Context: an optimization exercise on an open-source flow, tuned for small area and a short achievable clock period. The choices shown serve that exercise and are no tape-out recipe. RTL that was checked went through simulation tests only; none was proved equivalent to the original. Power figures rest on the tool's default switching activity, not on a simulated workload.

Setup of before:
## cnn_top_with_pool
module cnn_top_with_pool #
(
    parameter DATA_W = 8,
    parameter FRAC   = 4,
    parameter IMG_W  = 32
)
(
    input  wire                     clk,
    input  wire                     rst,
    input  wire                     in_valid,
    input  wire signed [DATA_W-1:0] pixel_in,
    output reg                      out_valid,
    output reg signed [DATA_W-1:0]  out_data
);
    integer i;
    function gt;
        input [7:0] a, b;
        reg   [7:0] ua, ub, g0, e0;
        reg   [3:0] g1, e1;
        reg   [1:0] g2, e2;
        integer j;
        begin
            ua = {~a[7], a[6:0]};
            ub = {~b[7], b[6:0]};
            g0 = ua & ~ub;
            e0 = ~(ua ^ ub);
            for (j = 0; j < 4; j = j + 1) begin
                g1[j] = g0[2*j+1] | (e0[2*j+1] & g0[2*j]);
                e1[j] = e0[2*j+1] & e0[2*j];
            end
            for (j = 0; j < 2; j = j + 1) begin
                g2[j] = g1[2*j+1] | (e1[2*j+1] & g1[2*j]);
                e2[j] = e1[2*j+1] & e1[2*j];
            end
            gt = g2[1] | (e2[1] & g2[0]);
        end
    endfunction
    reg  [4:0] col;           
    reg        row1;          
    reg  [7:0] p0;
    reg        v0;            
    reg        fe0;           
    reg        m0;            
    always @(posedge clk) begin
        p0 <= pixel_in;
        if (rst) begin
            col  <= 5'd0;
            row1 <= 1'b0;
            v0   <= 1'b0;
            fe0  <= 1'b0;
        end else begin
            v0  <= in_valid;
            fe0 <= in_valid & (|col[4:1]);
            if (in_valid) begin
                col <= col + 5'd1;
                if (&col) row1 <= 1'b1;
            end
        end
        m0 <= row1;
    end
    reg  [7:0] x1, x2;        
    reg  [4:0] yl1;           
    reg  [3:0] yh1;           
    reg  [4:0] al1;           
    reg  [3:0] ah1;           
    reg        fe1, m1;
    always @(posedge clk) begin
        if (v0) begin
            x1 <= p0;
            x2 <= x1;
        end
        yl1 <= {1'b0, p0[3:0]} + {1'b0, x1[3:0]};
        yh1 <= p0[7:4] + x1[7:4];
        al1 <= {1'b0, x1[1:0], 2'b00} - {1'b0, x2[3:0]};
        ah1 <= x1[5:2] - x2[7:4];
        m1  <= m0;
        if (rst) fe1 <= 1'b0;
        else     fe1 <= fe0;
    end
    reg  [7:0] yl [0:29];     
    reg  [4:0] cl2;           
  ...
For scale: ~640 flip-flops, about 20 I/O pins, about 20000 um^2 of cells after synthesis.
==> module cnn_top_with_pool, before the edit <==
module cnn_top_with_pool #
(
    parameter DATA_W = 8,
    parameter FRAC   = 4,
    parameter IMG_W  = 32
)
(
    input  wire                     clk,
    input  wire                     rst,
    input  wire                     in_valid,
    input  wire signed [DATA_W-1:0] pixel_in,
    output reg                      out_valid,
    output reg signed [DATA_W-1:0]  out_data
);
    integer i;
    function gt;
        input [7:0] a, b;
        reg   [7:0] ua, ub, g0, e0;
        reg   [3:0] g1, e1;
        reg   [1:0] g2, e2;
        integer j;
        begin
            ua = {~a[7], a[6:0]};
            ub = {~b[7], b[6:0]};
            g0 = ua & ~ub;
            e0 = ~(ua ^ ub);
            for (j = 0; j < 4; j = j + 1) begin
                g1[j] = g0[2*j+1] | (e0[2*j+1] & g0[2*j]);
                e1[j] = e0[2*j+1] & e0[2*j];
            end
            for (j = 0; j < 2; j = j + 1) begin
                g2[j] = g1[2*j+1] | (e1[2*j+1] & g1[2*j]);
                e2[j] = e1[2*j+1] & e1[2*j];
            end
            gt = g2[1] | (e2[1] & g2[0]);
        end
    endfunction
    reg  [4:0] col;           
    reg        row1;          
    reg  [7:0] p0;
    reg        v0;            
    reg        fe0;           
    reg        m0;            
    always @(posedge clk) begin
        p0 <= pixel_in;
        if (rst) begin
            col  <= 5'd0;
            row1 <= 1'b0;
            v0   <= 1'b0;
            fe0  <= 1'b0;
        end else begin
            v0  <= in_valid;
            fe0 <= in_valid & (|col[4:1]);
            if (in_valid) begin
                col <= col + 5'd1;
                if (&col) row1 <= 1'b1;
            end
        end
        m0 <= row1;
    end
    reg  [7:0] x1, x2;        
    reg  [4:0] yl1;           
    reg  [3:0] yh1;           
    reg  [4:0] al1;           
    reg  [3:0] ah1;           
    reg        fe1, m1;
    always @(posedge clk) begin
        if (v0) begin
            x1 <= p0;
            x2 <= x1;
        end
        yl1 <= {1'b0, p0[3:0]} + {1'b0, x1[3:0]};
        yh1 <= p0[7:4] + x1[7:4];
        al1 <= {1'b0, x1[1:0], 2'b00} - {1'b0, x2[3:0]};
        ah1 <= x1[5:2] - x2[7:4];
        m1  <= m0;
        if (rst) fe1 <= 1'b0;
        else     fe1 <= fe0;
    end
    reg  [7:0] yl [0:29];     
    reg  [4:0] cl2;           
    reg  [3:0] ch2;           
    reg        fe2;
    wire [7:0] y1   = {yh1 + {3'b000, yl1[4]}, yl1[3:0]};
    wire [7:0] yold = yl[29] & {8{m1}};
    always @(posedge clk) begin
        if (fe1) begin
            yl[0] <= y1;
            for (i = 1; i < 30; i = i + 1)
                yl[i] <= yl[i-1];
        end
        cl2 <= {1'b0, al1[3:0]} - {1'b0, yold[3:0]};
        ch2 <= ah1 - yold[7:4] - {3'b000, al1[4]};
        if (rst) fe2 <= 1'b0;
        else     fe2 <= fe1;
    end
    reg  [3:0] bl3;           
    reg  [1:0] bc3;           
    reg  [3:0] bh3;           
    reg        fe3;
    wire [3:0] chm  = ch2 - 4'd1;
    wire [3:0] hs0  = ch2 + {ch2[3], ch2[3:1]};
    wire [3:0] hs1  = chm + {chm[3], chm[3:1]};
    wire       c4   = ch2[0] ^ cl2[4];
    wire [5:0] blo  = {2'b00, cl2[3:0]} + {2'b00, c4, cl2[3:1]} + 6'd4;
    always @(posedge clk) begin
        bl3 <= blo[3:0];
        bc3 <= blo[5:4];
        bh3 <= cl2[4] ? hs1 : hs0;
        if (rst) fe3 <= 1'b0;
        else     fe3 <= fe2;
    end
    reg  [7:0] b4;
    reg        fe4;
    always @(posedge clk) begin
        b4 <= {bh3 + {2'b00, bc3}, bl3};
        if (rst) fe4 <= 1'b0;
        else     fe4 <= fe3;
    end
    reg  [4:0] d;             
    reg        any;           
    reg        row2;          
    reg        push;          
    reg        res;           
    reg  signed [7:0] fl [0:30];     
    reg  signed [7:0] f1;            
    reg  signed [7:0] a5, b5, f5;    
    reg        v5;
    wire signed [7:0] f4 = b4[7] ? {b4[7], b4[7], b4[7:2]} : b4;
    always @(posedge clk) begin
        if (rst) begin
            d    <= 5'd31;
            any  <= 1'b0;
            row2 <= 1'b0;
            push <= 1'b1;
            res  <= 1'b0;
        end else if (fe4) begin
            d    <= d + 5'd1;
            any  <= 1'b1;
            if (any && (&d)) row2 <= 1'b1;
            push <= ~(&d);
            res  <= ~(&d) & (row2 | (any & (&d)));
        end
        if (fe4 && push) begin
            fl[0] <= f4;
            for (i = 1; i < 31; i = i + 1)
                fl[i] <= fl[i-1];
        end
        if (fe4)
            f1 <= f4;
        a5 <= f1;
        b5 <= fl[30];
        f5 <= f4;
        if (rst) v5 <= 1'b0;
        else     v5 <= fe4 & res;
    end
    reg  signed [7:0] g6, f6;
    reg        v6;
    always @(posedge clk) begin
        g6 <= gt(a5, b5) ? a5 : b5;
        f6 <= f5;
        if (rst) v6 <= 1'b0;
        else     v6 <= v5;
    end
    always @(posedge clk) begin
        out_data <= gt(f6, g6) ? f6 : g6;
        if (rst) out_valid <= 1'b0;
        else     out_valid <= v6;
    end
endmodule
==> flow/config.mk <==
export PLATFORM = sky130hd
export DESIGN_NAME = cnn_top_with_pool
export DESIGN_NICKNAME = cnn_top_with_pool
export VERILOG_FILES = /design/flow/design.v
export SDC_FILE = /design/flow/constraint.sdc
export NUM_CORES = 4
export LEC_CHECK = 0
export ABC_CLOCK_PERIOD_IN_PS = 1600
export CAP_MARGIN = 20
export CORE_MARGIN = 2
export CORE_UTILIZATION = 60
export CTS_CLUSTER_DIAMETER = 60
export CTS_CLUSTER_SIZE = 30
export SETUP_SLACK_MARGIN = 2.4
export SLEW_MARGIN = 20
==> flow/constraint.sdc <==
create_clock -name core_clock -period 4.0 [get_ports {clk}]
set_input_delay 0.8000 -clock core_clock [delete_from_list [all_inputs] [get_ports {clk}]]
set_output_delay 0.8000 -clock core_clock [all_outputs]
set_load 0.01 [all_outputs]
standard.sh (not shown) runs the stock make flow with config.mk's settings and CLKGATE_MAP_FILE= SYNTH_SCRIPT=/design/flow/synth_recipe.tcl, a recipe that flattens the netlist after the stock synthesis.
==> flow/flow/run.sh <==
#!/bin/bash
# The standard layout, except that synthesis leaves the adders to ABC
# instead of mapping them onto the library's half- and full-adder cells.
set -euo pipefail
bash standard.sh ADDER_MAP_FILE= finish > standard_make.log 2>&1
Setup changes, before to after
==> flow/design.v, changed modules only <==
module cnn_top_with_pool #
(
    parameter DATA_W = 8,
    parameter FRAC   = 4,
    parameter IMG_W  = 32
)
(
    input  wire                     clk,
    input  wire                     rst,
    input  wire                     in_valid,
    input  wire signed [DATA_W-1:0] pixel_in,
    output reg                      out_valid,
    output reg signed [DATA_W-1:0]  out_data
);
    integer i;
    function gt;
        input [7:0] a, b;
        reg   [7:0] ua, ub, g0, e0;
        reg   [3:0] g1, e1;
        reg   [1:0] g2, e2;
        integer j;
        begin
            ua = {~a[7], a[6:0]};
            ub = {~b[7], b[6:0]};
            g0 = ua & ~ub;
            e0 = ~(ua ^ ub);
            for (j = 0; j < 4; j = j + 1) begin
                g1[j] = g0[2*j+1] | (e0[2*j+1] & g0[2*j]);
                e1[j] = e0[2*j+1] & e0[2*j];
            end
            for (j = 0; j < 2; j = j + 1) begin
                g2[j] = g1[2*j+1] | (e1[2*j+1] & g1[2*j]);
                e2[j] = e1[2*j+1] & e1[2*j];
            end
            gt = g2[1] | (e2[1] & g2[0]);
        end
    endfunction
    reg  [4:0] col;           
    reg        row1;          
    reg  [7:0] x1, x2;        
    reg  [4:0] yl1;           
    reg  [3:0] yh1;           
    reg  [4:0] al1;           
    reg  [3:0] ah1;           
    reg        fe1;           
    reg        m1;            
    always @(posedge clk) begin
        if (rst) begin
            col  <= 5'd0;
            row1 <= 1'b0;
            fe1  <= 1'b0;
        end else begin
            fe1 <= in_valid & (|col[4:1]);
            if (in_valid) begin
                col <= col + 5'd1;
                if (&col) row1 <= 1'b1;
            end
        end
        m1 <= row1;
        if (in_valid && !rst) begin
            x1 <= pixel_in;
            x2 <= x1;
        end
        yl1 <= {1'b0, pixel_in[3:0]} + {1'b0, x1[3:0]};
        yh1 <= pixel_in[7:4] + x1[7:4];
        al1 <= {1'b0, x1[1:0], 2'b00} - {1'b0, x2[3:0]};
        ah1 <= x1[5:2] - x2[7:4];
    end
    reg  [7:0] yl [0:29];     
    reg  [4:0] cl2;           
    reg  [3:0] ch2;           
    reg        fe2;
    wire [7:0] y1   = {yh1 + {3'b000, yl1[4]}, yl1[3:0]};
    wire [7:0] yold = yl[29] & {8{m1}};
    always @(posedge clk) begin
        if (fe1) begin
            yl[0] <= y1;
            for (i = 1; i < 30; i = i + 1)
                yl[i] <= yl[i-1];
        end
        cl2 <= {1'b0, al1[3:0]} - {1'b0, yold[3:0]};
        ch2 <= ah1 - yold[7:4] - {3'b000, al1[4]};
        if (rst) fe2 <= 1'b0;
        else     fe2 <= fe1;
    end
    reg  [3:0] bl3;           
    reg  [1:0] bc3;           
    reg  [3:0] bh3;           
    reg        fe3;
    wire [3:0] chm  = ch2 - 4'd1;
    wire [3:0] hs0  = ch2 + {ch2[3], ch2[3:1]};
    wire [3:0] hs1  = chm + {chm[3], chm[3:1]};
    wire       c4   = ch2[0] ^ cl2[4];
    wire [5:0] blo  = {2'b00, cl2[3:0]} + {2'b00, c4, cl2[3:1]} + 6'd4;
    always @(posedge clk) begin
        bl3 <= blo[3:0];
        bc3 <= blo[5:4];
        bh3 <= cl2[4] ? hs1 : hs0;
        if (rst) fe3 <= 1'b0;
        else     fe3 <= fe2;
    end
    reg  [7:0] b4;
    reg        fe4;
    always @(posedge clk) begin
        b4 <= {bh3 + {2'b00, bc3}, bl3};
        if (rst) fe4 <= 1'b0;
        else     fe4 <= fe3;
    end
    reg  [4:0] d;             
    reg        any;           
    reg        row2;          
    reg        push;          
    reg        res;           
    reg  signed [7:0] fl [0:30];     
    reg  signed [7:0] f1;            
    reg  signed [7:0] a5, b5, f5;    
    reg        v5;
    wire signed [7:0] f4 = b4[7] ? {b4[7], b4[7], b4[7:2]} : b4;
    always @(posedge clk) begin
        if (rst) begin
            d    <= 5'd31;
            any  <= 1'b0;
            row2 <= 1'b0;
            push <= 1'b1;
            res  <= 1'b0;
        end else if (fe4) begin
            d    <= d + 5'd1;
            any  <= 1'b1;
            if (any && (&d)) row2 <= 1'b1;
            push <= ~(&d);
            res  <= ~(&d) & (row2 | (any & (&d)));
        end
        if (fe4 && push) begin
            fl[0] <= f4;
            for (i = 1; i < 31; i = i + 1)
                fl[i] <= fl[i-1];
        end
        if (fe4)
            f1 <= f4;
        a5 <= f1;
        b5 <= fl[30];
        f5 <= f4;
        if (rst) v5 <= 1'b0;
        else     v5 <= fe4 & res;
    end
    reg  signed [7:0] g6, f6;
    reg        v6;
    always @(posedge clk) begin
        g6 <= gt(a5, b5) ? a5 : b5;
        f6 <= f5;
        if (rst) v6 <= 1'b0;
        else     v6 <= v5;
    end
    always @(posedge clk) begin
        out_data <= gt(f6, g6) ? f6 : g6;
        if (rst) out_valid <= 1'b0;
        else     out_valid <= v6;
    end
endmodule
Findings:
after against before: power in sequential cells fell about 1%; routed wire length fell 6.1%. after has fewer flip-flops than before. Side by side, total number of vias turned out lower in after than in before. Of the two values seen for first element of the critical path, g6[0]$_DFF_P_ was produced by after and out_data[2]$_DFF_P_ by before. Comparing after and before, total global routing track utilization is lower on after. after and before ended up with roughly the same count of plain and timing-repair buffers in the layout. Against before, after comes in about 2.1% lower on met3 wire length.
Function not checked in after: the RTL went through the layout flow alone.

---

The RTL this note starts from:
==> flow/design.v <==
module linebuffer_3x3 #
(
    parameter DATA_W = 8,
    parameter IMG_W  = 8      
)
(
    input  wire                     clk,
    input  wire                     rst,
    input  wire                     in_valid,
    input  wire signed [DATA_W-1:0] pixel_in,
    output reg                      out_valid,
    output reg signed [DATA_W-1:0]  p00, p01, p02,
    output reg signed [DATA_W-1:0]  p10, p11, p12,
    output reg signed [DATA_W-1:0]  p20, p21, p22
);
    reg signed [DATA_W-1:0] line1 [0:IMG_W-1];
    reg signed [DATA_W-1:0] line2 [0:IMG_W-1];
    integer i;
    reg [15:0] col;  
    always @(posedge clk) begin
        if (rst) begin
            for (i=0; i<IMG_W; i=i+1) begin
                line1[i] <= 0;
                line2[i] <= 0;
            end
            col <= 0;
            out_valid <= 0;
            p00 <= 0; p01 <= 0; p02 <= 0;
            p10 <= 0; p11 <= 0; p12 <= 0;
            p20 <= 0; p21 <= 0; p22 <= 0;
        end
        else if (in_valid) begin
            line2[col] <= line1[col];
            line1[col] <= pixel_in;
            if (col >= 2) begin
                p00 <= line2[col-2];
                p01 <= line2[col-1];
                p02 <= line2[col];
                p10 <= line1[col-2];
                p11 <= line1[col-1];
                p12 <= line1[col];
                p20 <= 0;  
                p21 <= 0;
                p22 <= 0;
                out_valid <= 1'b1;
            end else begin
                out_valid <= 1'b0;
            end
            if (col == IMG_W-1)
                col <= 0;
            else
                col <= col + 1;
        end else begin
            out_valid <= 0;
        end
    end
endmodule
module conv3x3_single_ch #
(
    parameter DATA_W = 8,
    parameter FRAC   = 4,
    parameter W00=0,parameter W01=0,parameter W02=0,
    parameter W10=0,parameter W11=0,parameter W12=0,
    parameter W20=0,parameter W21=0,parameter W22=0,
    parameter BIAS=0
)
(
    input  wire                     clk,
    input  wire                     rst,
    input  wire                     in_valid,
    input  wire signed [DATA_W-1:0] p00,p01,p02,p10,p11,p12,p20,p21,p22,
    output reg  signed [DATA_W-1:0] out_data,
    output reg                      out_valid
);
    reg signed [DATA_W+12:0] acc;
    reg signed [DATA_W+7:0]  prod;
    always @(posedge clk) begin
        if (rst) begin
            out_valid<=0; out_data<=0;
        end else if (in_valid) begin
            acc=0;
            prod=p00*W00; acc=acc+prod;
            prod=p01*W01; acc=acc+prod;
            prod=p02*W02; acc=acc+prod;
            prod=p10*W10; acc=acc+prod;
            prod=p11*W11; acc=acc+prod;
            prod=p12*W12; acc=acc+prod;
            prod=p20*W20; acc=acc+prod;
            prod=p21*W21; acc=acc+prod;
            prod=p22*W22; acc=acc+prod;
            acc=acc+(BIAS<<<FRAC);
            out_data<=acc>>>FRAC;
            out_valid<=1;
        end else
            out_valid<=0;
    end
endmodule
module batchnorm_scale_shift #
(
    parameter DATA_W = 8,
    parameter FRAC   = 4,
    parameter GAMMA  = (1<<FRAC),  
    parameter BETA   = 0           
)
(
    input  wire                     clk,
    input  wire                     rst,
    input  wire signed [DATA_W-1:0] in_data,
    input  wire                     in_valid,
    output reg  signed [DATA_W-1:0] out_data,
    output reg                      out_valid
);
    reg signed [DATA_W+7:0] mult, res;
    always @(posedge clk) begin
        if (rst) begin
            out_data  <= 0;
            out_valid <= 0;
        end else begin
            if (in_valid) begin
                mult = in_data * GAMMA;
                res  = (mult >>> FRAC) + BETA;
                out_data <= res[DATA_W-1:0];
                out_valid <= 1'b1;
            end else
                out_valid <= 1'b0;
        end
    end
endmodule
module leaky_relu #
(
    parameter DATA_W = 8,
    parameter FRAC   = 4,
    parameter A_NUM  = 1,
    parameter A_DEN  = 4
)
(
    input  wire                     clk,
    input  wire                     rst,
    input  wire signed [DATA_W-1:0] in_data,
    input  wire                     in_valid,
    output reg  signed [DATA_W-1:0] out_data,
    output reg                      out_valid
);
    reg signed [DATA_W+7:0] prod;
    reg signed [DATA_W+7:0] scaled;    
    always @(posedge clk) begin
        if (rst) begin
            out_data  <= 0;
            out_valid <= 0;
        end
        else begin
            if (in_valid) begin
                if (in_data[DATA_W-1] == 1'b0) begin
                    out_data <= in_data;
                end
                else begin
                    prod = in_data * A_NUM;
                    if (A_DEN == 1)
                        scaled = prod;
                    else if (A_DEN == 2)
                        scaled = prod >>> 1;
                    else if (A_DEN == 4)
                        scaled = prod >>> 2;
                    else
                        scaled = prod / A_DEN;
                    out_data <= scaled[DATA_W-1:0];
                end
                out_valid <= 1'b1;
            end
            else begin
                out_valid <= 1'b0;
            end
        end
    end
endmodule
module linebuffer_2x2 #
(
    parameter DATA_W = 8,
    parameter IMG_W  = 8
)
(
    input  wire                     clk,
    input  wire                     rst,
    input  wire                     in_valid,
    input  wire signed [DATA_W-1:0] pixel_in,
    output reg                      out_valid,
    output reg signed [DATA_W-1:0]  p00, p01,
    output reg signed [DATA_W-1:0]  p10, p11
);
    reg signed [DATA_W-1:0] linebuf [0:IMG_W-1];
    integer i;
    reg [15:0] col;
    reg row_valid;
    always @(posedge clk) begin
        if (rst) begin
            col <= 0;
            out_valid <= 0;
            for (i=0;i<IMG_W;i=i+1)
                linebuf[i] <= 0;
        end else if (in_valid) begin
            if (col < IMG_W)
                col <= col + 1;
            else
                col <= 1;
            if (row_valid && col >= 2) begin
                p00 <= linebuf[col-2];
                p01 <= linebuf[col-1];
                p10 <= pixel_in;
                p11 <= pixel_in;  
                out_valid <= 1;
            end else begin
                out_valid <= 0;
            end
            linebuf[col-1] <= pixel_in;
        end else begin
            out_valid <= 0;
        end
    end
    always @(posedge clk) begin
        if (rst)
            row_valid <= 0;
        else if (in_valid && col == IMG_W)
            row_valid <= 1;
    end
endmodule
module maxpool2x2 #
(
    parameter DATA_W = 8
)
(
    input  wire                     clk,
    input  wire                     rst,
    input  wire                     in_valid,
    input  wire signed [DATA_W-1:0] p00,
    input  wire signed [DATA_W-1:0] p01,
    input  wire signed [DATA_W-1:0] p10,
    input  wire signed [DATA_W-1:0] p11,
    output reg  signed [DATA_W-1:0] out_data,
    output reg                      out_valid
);
    reg signed [DATA_W-1:0] max1;
    reg signed [DATA_W-1:0] max2;
    always @(posedge clk) begin
        if (rst) begin
            out_valid <= 1'b0;
            out_data  <= {DATA_W{1'b0}};
            max1 <= {DATA_W{1'b0}};
            max2 <= {DATA_W{1'b0}};
        end else begin
            if (in_valid) begin
                if (p00 > p01) max1 <= p00;
                else           max1 <= p01;
                if (p10 > p11) max2 <= p10;
                else           max2 <= p11;
                if ( (p00 > p01 ? p00 : p01) > (p10 > p11 ? p10 : p11) )
                    out_data <= (p00 > p01 ? p00 : p01);
                else
                    out_data <= (p10 > p11 ? p10 : p11);
                out_valid <= 1'b1;
            end else begin
                out_valid <= 1'b0;
            end
        end
    end
endmodule
module cnn_top_with_pool #
(
    parameter DATA_W = 8,
    parameter FRAC   = 4,
    parameter IMG_W  = 32
)
(
    input  wire                     clk,
    input  wire                     rst,
    input  wire                     in_valid,
    input  wire signed [DATA_W-1:0] pixel_in,
    output reg                      out_valid,
    output reg signed [DATA_W-1:0]  out_data
);
    integer i;
    reg  [4:0] col;           
    reg        row1;          
    reg  [7:0] p0;
    reg        v0;            
    reg        fe0;           
    reg        m0;            
    always @(posedge clk) begin
        p0 <= pixel_in;
        if (rst) begin
            col  <= 5'd0;
            row1 <= 1'b0;
            v0   <= 1'b0;
            fe0  <= 1'b0;
        end else begin
            v0  <= in_valid;
            fe0 <= in_valid & (|col[4:1]);
            if (in_valid) begin
                col <= col + 5'd1;
                if (&col) row1 <= 1'b1;
            end
        end
        m0 <= row1;
    end
    reg  [7:0] x1, x2;        
    reg  [7:0] y1;            
    reg  [7:0] a1;            
    reg        fe1, m1;
    always @(posedge clk) begin
        if (v0) begin
            x1 <= p0;
            x2 <= x1;
        end
        y1 <= p0 + x1;
        a1 <= {x1[5:0], 2'b00} - x2;
        m1 <= m0;
        if (rst) fe1 <= 1'b0;
        else     fe1 <= fe0;
    end
    reg  [7:0] yl [0:29];     
    reg  [7:0] c2;
    reg        fe2;
    wire [7:0] yold = yl[29] & {8{m1}};
    always @(posedge clk) begin
        if (fe1) begin
            yl[0] <= y1;
            for (i = 1; i < 30; i = i + 1)
                yl[i] <= yl[i-1];
        end
        c2 <= a1 - yold;
        if (rst) fe2 <= 1'b0;
        else     fe2 <= fe1;
    end
    reg  [7:0] b3;
    reg        fe3;
    always @(posedge clk) begin
        b3 <= c2 + {c2[7], c2[7:1]} + 8'd4;
        if (rst) fe3 <= 1'b0;
        else     fe3 <= fe2;
    end
    reg  signed [7:0] f4;
    reg        fe4;
    always @(posedge clk) begin
        f4 <= b3[7] ? {b3[7], b3[7], b3[7:2]} : b3;
        if (rst) fe4 <= 1'b0;
        else     fe4 <= fe3;
    end
    reg  [4:0] d;             
    reg        any;           
    reg        row2;          
    reg        push;          
    reg        res;           
    reg  signed [7:0] fl [0:30];     
    reg  signed [7:0] f1;            
    reg  signed [7:0] g5;            
    reg  signed [7:0] f5;
    reg        v5;
    always @(posedge clk) begin
        if (rst) begin
            d    <= 5'd31;
            any  <= 1'b0;
            row2 <= 1'b0;
            push <= 1'b1;
            res  <= 1'b0;
        end else if (fe4) begin
            d    <= d + 5'd1;
            any  <= 1'b1;
            if (any && (&d)) row2 <= 1'b1;
            push <= ~(&d);
            res  <= ~(&d) & (row2 | (any & (&d)));
        end
        if (fe4 && push) begin
            fl[0] <= f4;
            for (i = 1; i < 31; i = i + 1)
                fl[i] <= fl[i-1];
        end
        if (fe4)
            f1 <= f4;
        g5 <= (f1 > fl[30]) ? f1 : fl[30];
        f5 <= f4;
        if (rst) v5 <= 1'b0;
        else     v5 <= fe4 & res;
    end
    always @(posedge clk) begin
        out_data <= (f5 > g5) ? f5 : g5;
        if (rst) out_valid <= 1'b0;
        else     out_valid <= v5;
    end
endmodule
clock: 4.0 ns
lec_check: 0
abc_clock_period_in_ps: 1800
cap_margin: 20
core_margin: 2
core_utilization: 40
setup_slack_margin: 2.2
slew_margin: 20
run.sh (not shown) runs the stock make flow with config.mk's settings and CLKGATE_MAP_FILE= SYNTH_SCRIPT=/design/flow/synth_recipe.tcl, a recipe that flattens the netlist after the stock synthesis.
Stock flow here: none of the scripts above is used.
Change:
--- a/flow/design.v
+++ b/flow/design.v
@@ -348,14 +348,15 @@
     reg        any;           
     reg        row2;          
     reg        push;          
     reg        res;           
     reg  signed [7:0] fl [0:30];     
-    reg  signed [7:0] f1;            
-    reg  signed [7:0] g5;            
-    reg  signed [7:0] f5;
-    reg        v5;
+    reg  signed [7:0] q;             
+    wire signed [7:0] fa = fl[29];
+    wire signed [7:0] fb = fl[30];
+    wire signed [7:0] qa = (f4 > fa) ? f4 : fa;
+    wire signed [7:0] qb = (f4 > fb) ? f4 : fb;
     always @(posedge clk) begin
         if (rst) begin
             d    <= 5'd31;
             any  <= 1'b0;
             row2 <= 1'b0;
@@ -372,17 +373,11 @@
             fl[0] <= f4;
             for (i = 1; i < 31; i = i + 1)
                 fl[i] <= fl[i-1];
         end
         if (fe4)
-            f1 <= f4;
-        g5 <= (f1 > fl[30]) ? f1 : fl[30];
-        f5 <= f4;
-        if (rst) v5 <= 1'b0;
-        else     v5 <= fe4 & res;
-    end
-    always @(posedge clk) begin
-        out_data <= (f5 > g5) ? f5 : g5;
+            q <= push ? qa : qb;
+        out_data <= (f4 > q) ? f4 : q;
         if (rst) out_valid <= 1'b0;
-        else     out_valid <= v5;
+        else     out_valid <= fe4 & res;
     end
 endmodule
Synthesized area is lower slightly.
Setup slack loses 0.13 ns.
Global-route usage is higher by 0.30 points.
Non-clock buffer count is higher by 16.
Cell area is lower slightly.
Clock skew is lower by 0.0038 ns.
Register-to-register slack loses 0.13 ns.
Die area is lower slightly.
Function was not checked in any run of this note: the RTL went through the layout flow alone.

[port drivers added, routing unchanged]
In the flow no input, the clock included, has a driving cell. The finished layouts below were timed again as built, in two steps.
Step 1 assumes that a clkbuf_16 drives the clock port and a buf_2 every other input.
Step 2 moves the port delays by t, midway between the first and last clock arrival at a register: inputs arrive t later, outputs are due t later. That takes back most of the time a late clock gives input paths.
Slacks: ideal / step 1 / step 2; pairs: ideal / step 1.
run	t, ns	setup WS [ns]	worst setup path at the end	cell pins on the clock port's net
before	0.575	2.224 / 2.172 / 1.968	input to register	1
after	0.568	1.935 / 1.935 / 1.863	input to register	1
the first run of note 2	0.644	2.061 / 2.061 / 1.866	input to register	1
the second run of note 2	0.628	1.931 / 1.931 / 1.931	register to register	1
After both steps every run listed still meets setup and hold. For before, which loses most, drivers alone change the setup slack by -0.052 ns; drivers and shift together by -0.256 ns.
